From an optimization exercise on the open Yosys and OpenROAD flow, aimed at small area and a short achievable clock period; shortcuts taken in it are not production practice. Power and IR drop assume default switching activity.

==> inputs of run X <==
==> flow/design.v <==
`timescale 1ns / 1ps
module MITCH_ENC(
    input  [15:0] x,
    output [3:0]  k,
    output [6:0]  f
    );
    wire [15:0] a = {1'b0, x[14:0] ^ {15{x[15]}}};
    wire [3:0] n, h, l;
    genvar i;
    generate
        for (i = 0; i < 4; i = i + 1) begin : nib
            assign n[i] = |a[4*i+3:4*i];
            assign h[i] = a[4*i+3] | a[4*i+2];
            assign l[i] = a[4*i+3] | ~a[4*i+2] & a[4*i+1];
        end
    endgenerate
    wire k3 = n[3] | n[2];
    wire k2 = k3 ? n[3] : n[1];
    wire k1 = k3 ? (k2 ? h[3] : h[2]) : (k2 ? h[1] : h[0]);
    wire k0 = k3 ? (k2 ? l[3] : l[2]) : (k2 ? l[1] : l[0]);
    wire [15:0] b1 = k3 ? a  : {a[7:0],   8'b0};
    wire [15:0] b2 = k2 ? b1 : {b1[11:0], 4'b0};
    wire [15:0] b3 = k1 ? b2 : {b2[13:0], 2'b0};
    wire [15:0] b4 = k0 ? b3 : {b3[14:0], 1'b0};
    assign k = {k3, k2, k1, k0};
    assign f = b4[14:8];
endmodule
module MITCH_IN(
    input  [15:0] x,
    input  [15:0] y,
    output [3:0]  kx,
    output [3:0]  ky,
    output [6:0]  fx,
    output [6:0]  fy,
    output        t
    );
    wire [3:0] kxa, kya;
    wire [6:0] fxa, fya;
    MITCH_ENC ex(.x(x), .k(kxa), .f(fxa));
    MITCH_ENC ey(.x(y), .k(kya), .f(fya));
    wire nzx = |x;
    wire nzy = |y;
    assign kx = kxa & {4{nzy}};
    assign ky = kya & {4{nzx}};
    assign fx = {fxa[6:1], fxa[0] & nzy};
    assign fy = {fya[6:1], fya[0] & nzx};
    assign t  = nzx & nzy & (x[15] ^ y[15]);
endmodule
module MITCH_OUT(
    input  [3:0]  kx,
    input  [3:0]  ky,
    input  [6:0]  fx,
    input  [6:0]  fy,
    output [21:0] m
    );
    wire [11:0] sum = {1'b0, kx, fx} + {1'b0, ky, fy};
    wire [4:0]  e   = sum[11:7];
    wire [6:0]  s   = sum[6:0];
    wire [4:0] pos = e[4] ? {e[3], ~e[3], e[2:0]} : {2'b00, e[3:1]};
    wire low = ~|e[4:1];
    wire [7:0]  b   = {1'b1, s};
    wire [8:0]  sa  = pos[0] ? {b, 1'b0} : {1'b0, b};
    wire [10:0] sb  = pos[1] ? {sa, 2'b0} : {2'b0, sa};
    wire [14:0] sc  = pos[2] ? {sb, 4'b0} : {4'b0, sb};
    wire [22:0] sd  = pos[3] ? {sc, 8'b0} : {8'b0, sc};
    wire [29:0] se  = pos[4] ? {sd[13:0], 16'b0} : {7'b0, sd};
    assign m = {se[28:15], se[14] | low & s[0], se[13:8], se[7] & ~low};
endmodule
module MITCH_TRUNC_W8(
    input [15:0] x,
    input [15:0] y,
    output [31:0] p
    );
    wire [3:0] kx, ky;
    wire [6:0] fx, fy;
    wire       t;
    wire [21:0] m;
    MITCH_IN  mi(.x(x), .y(y), .kx(kx), .ky(ky), .fx(fx), .fy(fy), .t(t));
    MITCH_OUT mo(.kx(kx), .ky(ky), .fx(fx), .fy(fy), .m(m));
    assign p = {t, t, m ^ {22{t}}, {8{t}}};
endmodule
`timescale 1ns / 1ps
module mult_top(
    input clk,
    input  [15:0] x,
    input  [15:0] y,
    output [31:0] p_out
    );
    wire [3:0] kx, ky;
    wire [6:0] fx, fy;
    wire       t;
    MITCH_IN mi(.x(x), .y(y), .kx(kx), .ky(ky), .fx(fx), .fy(fy), .t(t));
    reg [3:0] kx_r, ky_r;
    reg [6:0] fx_r, fy_r;
    reg       t_r;
    always @(posedge clk) begin
        kx_r <= kx;
        ky_r <= ky;
        fx_r <= fx;
        fy_r <= fy;
        t_r  <= t;
    end
    wire [21:0] m;
    MITCH_OUT mo(.kx(kx_r), .ky(ky_r), .fx(fx_r), .fy(fy_r), .m(m));
    reg [21:0] pm_r;
    reg        ps_r;
    always @(posedge clk) begin
        pm_r <= m;
        ps_r <= t_r;
    end
    assign p_out = {ps_r, ps_r, pm_r ^ {22{ps_r}}, {8{ps_r}}};
endmodule
==> flow/flow/run.sh <==
#!/bin/bash
# Standard ORFS flow (the standard.sh) with these changes:
#  - ABC maps with flow/abc.script (area-oriented, no up-sizing), through a
#    copy of the ORFS scripts folder in which only abc_area.script differs;
#  - small adders are left to ABC instead of full/half-adder cells;
set -uo pipefail
cp -r "$FLOW_HOME/scripts" ./scripts
cp flow/abc.script ./scripts/abc_area.script
bash standard.sh SCRIPTS_DIR="$PWD/scripts" ABC_AREA=1 ADDER_MAP_FILE= \
  "BUFFER_PORTS_ARGS=-buffer_cell sky130_fd_sc_hd__buf_1" finish > standard.log 2>&1
==> flow/flow/abc.script <==
&get -n
&st
&dch
&nf -a
&put
topo
stime -c
==> flow/standard.sh <==
#!/bin/bash
# synth_recipe.tcl (not shown) runs the flow's synth.tcl, then flattens the netlist and writes it again
# the make line also repeats each setting of config.mk as NAME=value (left out here)
make -C /OpenROAD-flow-scripts/flow DESIGN_CONFIG=/design/flow/config.mk WORK_HOME=/design/flow/orfs CLKGATE_MAP_FILE= SYNTH_SCRIPT=/design/flow/synth_recipe.tcl "${@:-finish}"
==> flow/config.mk <==
export PLATFORM = sky130hd
export DESIGN_NAME = mult_top
export DESIGN_NICKNAME = mult_top
export VERILOG_FILES = /design/flow/design.v
export SDC_FILE = /design/flow/constraint.sdc
export NUM_CORES = 4
export LEC_CHECK = 0
export CAP_MARGIN = 20
export CORE_MARGIN = 2
export CORE_UTILIZATION = 65
export PLACE_DENSITY = 0.8
export SETUP_SLACK_MARGIN = 2.75
export SLEW_MARGIN = 20
==> flow/constraint.sdc <==
create_clock -name core_clock -period 6.3 [get_ports {clk}]
set_input_delay 1.2600 -clock core_clock [delete_from_list [all_inputs] [get_ports {clk}]]
set_output_delay 1.2600 -clock core_clock [all_outputs]
set_load 0.01 [all_outputs]
==> run H (differences from run X) <==
==> flow/design.v (replaced) <==
`timescale 1ns / 1ps
module MITCH_ENC(
    input  [15:0] x,
    output [3:0]  k,
    output [6:0]  f
    );
    wire [14:0] a = x[14:0] ^ {15{x[15]}};
    wire [15:0] b0 = {1'b0, a};
    wire        z3 = ~|b0[15:8];
    wire [15:0] b1 = z3 ? {b0[7:0], 8'b0} : b0;
    wire        z2 = ~|b1[15:12];
    wire [15:0] b2 = z2 ? {b1[11:0], 4'b0} : b1;
    wire        z1 = ~|b2[15:14];
    wire [15:0] b3 = z1 ? {b2[13:0], 2'b0} : b2;
    wire        z0 = ~b3[15];
    wire [15:0] b4 = z0 ? {b3[14:0], 1'b0} : b3;
    assign k = ~{z3, z2, z1, z0};
    assign f = b4[14:8];
endmodule
module MITCH_IN(
    input  [15:0] x,
    input  [15:0] y,
    output [4:0]  ks,
    output [6:0]  fx,
    output [6:0]  fy,
    output        t
    );
    wire [3:0] kx, ky;
    wire [6:0] fxa, fya;
    MITCH_ENC ex(.x(x), .k(kx), .f(fxa));
    MITCH_ENC ey(.x(y), .k(ky), .f(fya));
    wire nzx = |x;
    wire nzy = |y;
    wire nz  = nzx & nzy;
    wire [3:0] g = kx & ky;
    wire [3:0] p = kx ^ ky;
    wire c1 = g[0];
    wire c2 = g[1] | p[1] & g[0];
    wire c3 = g[2] | p[2] & g[1] | p[2] & p[1] & g[0];
    wire c4 = g[3] | p[3] & g[2] | p[3] & p[2] & g[1] | p[3] & p[2] & p[1] & g[0];
    wire [4:0] ksum = {c4, p ^ {c3, c2, c1, 1'b0}};
    assign ks = ksum & {5{nz}};
    assign fx = {fxa[6:1], fxa[0] & nzy};
    assign fy = {fya[6:1], fya[0] & nzx};
    assign t  = nz & (x[15] ^ y[15]);
endmodule
module MITCH_OUT(
    input  [4:0]  ks,
    input  [6:0]  fx,
    input  [6:0]  fy,
    input         t,
    output [21:0] v
    );
    wire [6:0] g0 = fx & fy;
    wire [6:0] p0 = fx ^ fy;
    wire [6:0] g1 = g0 | {p0[6:1] & g0[5:0], 1'b0};
    wire [6:0] p1 = {p0[6:1] & p0[5:0], p0[0]};
    wire [6:0] g2 = g1 | {p1[6:2] & g1[4:0], 2'b0};
    wire [6:0] p2 = {p1[6:2] & p1[4:0], p1[1:0]};
    wire [6:0] g3 = g2 | {p2[6:4] & g2[2:0], 4'b0};
    wire [6:0] s  = p0 ^ {g3[5:0], 1'b0};
    wire       c  = g3[6];
    wire [4:0] pos0;
    wire [4:0] k8 = {ks[3], ~ks[3], ks[2:0]};
    assign pos0 = ks[4] ? k8 : {2'b00, ks[3:1]};
    wire d = ks[4] | ks[0];
    wire [7:0]  b   = {1'b1, s};
    wire [8:0]  sa  = pos0[0] ? {b, 1'b0} : {1'b0, b};
    wire [10:0] sb  = pos0[1] ? {sa, 2'b0} : {2'b0, sa};
    wire [14:0] sc  = pos0[2] ? {sb, 4'b0} : {4'b0, sb};
    wire [22:0] sd  = pos0[3] ? {sc, 8'b0} : {8'b0, sc};
    wire [29:0] se  = pos0[4] ? {sd[13:0], 16'b0} : {7'b0, sd};
    wire [22:0] sf  = (c & d) ? se[28:6] : se[29:7];
    wire low = ~|ks[4:1] & (~ks[0] | ~c);
    wire [21:0] m = low ? {14'b0, s[0], 7'b0} : sf[21:0];
    assign v = m ^ {22{t}};
endmodule
module MITCH_TRUNC_W8(
    input [15:0] x,
    input [15:0] y,
    output [31:0] p
    );
    wire [4:0] ks;
    wire [6:0] fx, fy;
    wire       t;
    wire [21:0] v;
    MITCH_IN  mi(.x(x), .y(y), .ks(ks), .fx(fx), .fy(fy), .t(t));
    MITCH_OUT mo(.ks(ks), .fx(fx), .fy(fy), .t(t), .v(v));
    assign p = {t, t, v, {8{t}}};
endmodule
`timescale 1ns / 1ps
module mult_top(
    input clk,
    input  [15:0] x,
    input  [15:0] y,
    output [31:0] p_out
    );
    wire [4:0] ks;
    wire [6:0] fx, fy;
    wire       t;
    MITCH_IN mi(.x(x), .y(y), .ks(ks), .fx(fx), .fy(fy), .t(t));
    reg [4:0] ks_r;
    reg [6:0] fx_r, fy_r;
    reg       t_r;
    always @(posedge clk) begin
        ks_r <= ks;
        fx_r <= fx;
        fy_r <= fy;
        t_r  <= t;
    end
    wire [21:0] v;
    MITCH_OUT mo(.ks(ks_r), .fx(fx_r), .fy(fy_r), .t(t_r), .v(v));
    reg [21:0] pm_r;
    reg        ps_r;
    always @(posedge clk) begin
        pm_r <= v;
        ps_r <= t_r;
    end
    assign p_out = {ps_r, ps_r, pm_r, {8{ps_r}}};
endmodule
==> flow/flow/abc.script (replaced) <==
strash
dch
map -a
topo
stime -c
--- a/flow/config.mk
+++ b/flow/config.mk
@@ -7,7 +7,6 @@
 export LEC_CHECK = 0
 export CAP_MARGIN = 20
 export CORE_MARGIN = 2
-export CORE_UTILIZATION = 65
-export PLACE_DENSITY = 0.8
-export SETUP_SLACK_MARGIN = 2.75
+export CORE_UTILIZATION = 40
+export SETUP_SLACK_MARGIN = 3.5
 export SLEW_MARGIN = 20
==> run D (differences from run X) <==
==> flow/design.v (replaced) <==
`timescale 1ns / 1ps
module MITCH_ENC(
    input  [15:0] x,
    output [3:0]  k,
    output [6:0]  f
    );
    wire [15:0] a = {1'b0, x[14:0] ^ {15{x[15]}}};
    wire [3:0] n, h, l;
    genvar i;
    generate
        for (i = 0; i < 4; i = i + 1) begin : nib
            assign n[i] = |a[4*i+3:4*i];
            assign h[i] = a[4*i+3] | a[4*i+2];
            assign l[i] = a[4*i+3] | ~a[4*i+2] & a[4*i+1];
        end
    endgenerate
    wire k3 = n[3] | n[2];
    wire k2 = k3 ? n[3] : n[1];
    wire k1 = k3 ? (k2 ? h[3] : h[2]) : (k2 ? h[1] : h[0]);
    wire k0 = k3 ? (k2 ? l[3] : l[2]) : (k2 ? l[1] : l[0]);
    wire [15:0] b1 = k3 ? a  : {a[7:0],   8'b0};
    wire [15:0] b2 = k2 ? b1 : {b1[11:0], 4'b0};
    wire [15:0] b3 = k1 ? b2 : {b2[13:0], 2'b0};
    wire [15:0] b4 = k0 ? b3 : {b3[14:0], 1'b0};
    assign k = {k3, k2, k1, k0};
    assign f = b4[14:8];
endmodule
module MITCH_IN(
    input  [15:0] x,
    input  [15:0] y,
    output [4:0]  ks,
    output [6:0]  fx,
    output [6:0]  fy,
    output        t
    );
    wire [3:0] kx, ky;
    wire [6:0] fxa, fya;
    MITCH_ENC ex(.x(x), .k(kx), .f(fxa));
    MITCH_ENC ey(.x(y), .k(ky), .f(fya));
    wire nzx = |x;
    wire nzy = |y;
    wire nz  = nzx & nzy;
    wire [3:0] g = kx & ky;
    wire [3:0] p = kx ^ ky;
    wire c2a = g[1];
    wire c3a = g[2] | p[2] & g[1];
    wire c4a = g[3] | p[3] & g[2] | p[3] & p[2] & g[1];
    wire c2b = g[1] | p[1];
    wire c3b = g[2] | p[2] & (g[1] | p[1]);
    wire c4b = g[3] | p[3] & g[2] | p[3] & p[2] & (g[1] | p[1]);
    wire [3:0] hia = {c4a, p[3] ^ c3a, p[2] ^ c2a, p[1]};
    wire [3:0] hib = {c4b, p[3] ^ c3b, p[2] ^ c2b, ~p[1]};
    wire [4:0] ksum = {g[0] ? hib : hia, p[0]};
    assign ks = ksum & {5{nz}};
    assign fx = {fxa[6:1], fxa[0] & nzy};
    assign fy = {fya[6:1], fya[0] & nzx};
    assign t  = nz & (x[15] ^ y[15]);
endmodule
module MITCH_OUT(
    input  [4:0]  ks,
    input  [6:0]  fx,
    input  [6:0]  fy,
    input         t,
    output [21:0] v
    );
    wire [6:0] g0 = fx & fy;
    wire [6:0] p0 = fx ^ fy;
    wire [6:0] g1 = g0 | {p0[6:1] & g0[5:0], 1'b0};
    wire [6:0] p1 = {p0[6:1] & p0[5:0], p0[0]};
    wire [6:0] g2 = g1 | {p1[6:2] & g1[4:0], 2'b0};
    wire [6:0] p2 = {p1[6:2] & p1[4:0], p1[1:0]};
    wire [6:0] g3 = g2 | {p2[6:4] & g2[2:0], 4'b0};
    wire [6:0] s  = p0 ^ {g3[5:0], 1'b0};
    wire       c  = g3[6];
    wire [4:0] pos0;
    wire [4:0] k8 = {ks[3], ~ks[3], ks[2:0]};
    assign pos0 = ks[4] ? k8 : {2'b00, ks[3:1]};
    wire d = ks[4] | ks[0];
    wire [7:0]  b   = {1'b1, s};
    wire [8:0]  sa  = pos0[0] ? {b, 1'b0} : {1'b0, b};
    wire [10:0] sb  = pos0[1] ? {sa, 2'b0} : {2'b0, sa};
    wire [14:0] sc  = pos0[2] ? {sb, 4'b0} : {4'b0, sb};
    wire [22:0] sd  = pos0[3] ? {sc, 8'b0} : {8'b0, sc};
    wire [29:0] se  = pos0[4] ? {sd[13:0], 16'b0} : {7'b0, sd};
    wire [22:0] sf  = (c & d) ? se[28:6] : se[29:7];
    wire low = ~|ks[4:1] & (~ks[0] | ~c);
    wire [21:0] m = low ? {14'b0, s[0], 7'b0} : sf[21:0];
    assign v = m ^ {22{t}};
endmodule
module MITCH_TRUNC_W8(
    input [15:0] x,
    input [15:0] y,
    output [31:0] p
    );
    wire [4:0] ks;
    wire [6:0] fx, fy;
    wire       t;
    wire [21:0] v;
    MITCH_IN  mi(.x(x), .y(y), .ks(ks), .fx(fx), .fy(fy), .t(t));
    MITCH_OUT mo(.ks(ks), .fx(fx), .fy(fy), .t(t), .v(v));
    assign p = {t, t, v, {8{t}}};
endmodule
`timescale 1ns / 1ps
module mult_top(
    input clk,
    input  [15:0] x,
    input  [15:0] y,
    output [31:0] p_out
    );
    wire [4:0] ks;
    wire [6:0] fx, fy;
    wire       t;
    MITCH_IN mi(.x(x), .y(y), .ks(ks), .fx(fx), .fy(fy), .t(t));
    reg [4:0] ks_r;
    reg [6:0] fx_r, fy_r;
    reg       t_r;
    always @(posedge clk) begin
        ks_r <= ks;
        fx_r <= fx;
        fy_r <= fy;
        t_r  <= t;
    end
    wire [21:0] v;
    MITCH_OUT mo(.ks(ks_r), .fx(fx_r), .fy(fy_r), .t(t_r), .v(v));
    reg [21:0] pm_r;
    reg        ps_r;
    always @(posedge clk) begin
        pm_r <= v;
        ps_r <= t_r;
    end
    assign p_out = {ps_r, ps_r, pm_r, {8{ps_r}}};
endmodule
==> flow/flow/abc.script (replaced) <==
strash
dch
map -a
topo
stime -c
--- a/flow/config.mk
+++ b/flow/config.mk
@@ -7,7 +7,6 @@
 export LEC_CHECK = 0
 export CAP_MARGIN = 20
 export CORE_MARGIN = 2
-export CORE_UTILIZATION = 65
-export PLACE_DENSITY = 0.8
-export SETUP_SLACK_MARGIN = 2.75
+export CORE_UTILIZATION = 40
+export SETUP_SLACK_MARGIN = 2.0
 export SLEW_MARGIN = 20
==> notes <==
Run X completed without violations. Run H completed without violations. Run D passed the timing, DRC and antenna checks.
In run H the core utilization is higher than in run D, by 15 points.
The highest combinational power belongs to run H, the lowest to run D.
Sequential power, lowest first: run D, run H, run X.
Area after synthesis, highest first: run D, run H, run X.
In run H the first-iteration DRC count is lower than in run X, by 23%.
Function was not checked in any run of this note: the RTL went through the layout flow alone.

## static timing again, ports no longer ideal
No port has a modelled driver above. Below, the same layouts with a new extraction and two added sets of constraints. Step 1, drivers: a clkbuf_16 drives clk and a buf_2 each remaining input, both assumed. Step 2 adds t to the input delays and takes it off the output delays; t is the mean of the earliest and latest rising clock arrival at the registers after step 1. Input paths then give back, and output paths get back, about the clock's delay inside the block. Three values: ideal, step 1, step 2; two values: the first two.
run	t, ns	slack for setup (ns)	latest minus earliest clock arrival (ns)	pins driven straight from the clock port
run X	0.330	2.843 / 2.834 / 2.504	0.011 / 0.011	1
run H	0.332	2.426 / 2.362 / 2.030	0.006 / 0.005	1
run D	0.317	2.284 / 2.285 / 1.968	0.006 / 0.006	1
After both steps setup and hold are still met in every run listed. The setup slack of run H, which loses most, moves by -0.064 ns with the drivers and by -0.396 ns with both steps.
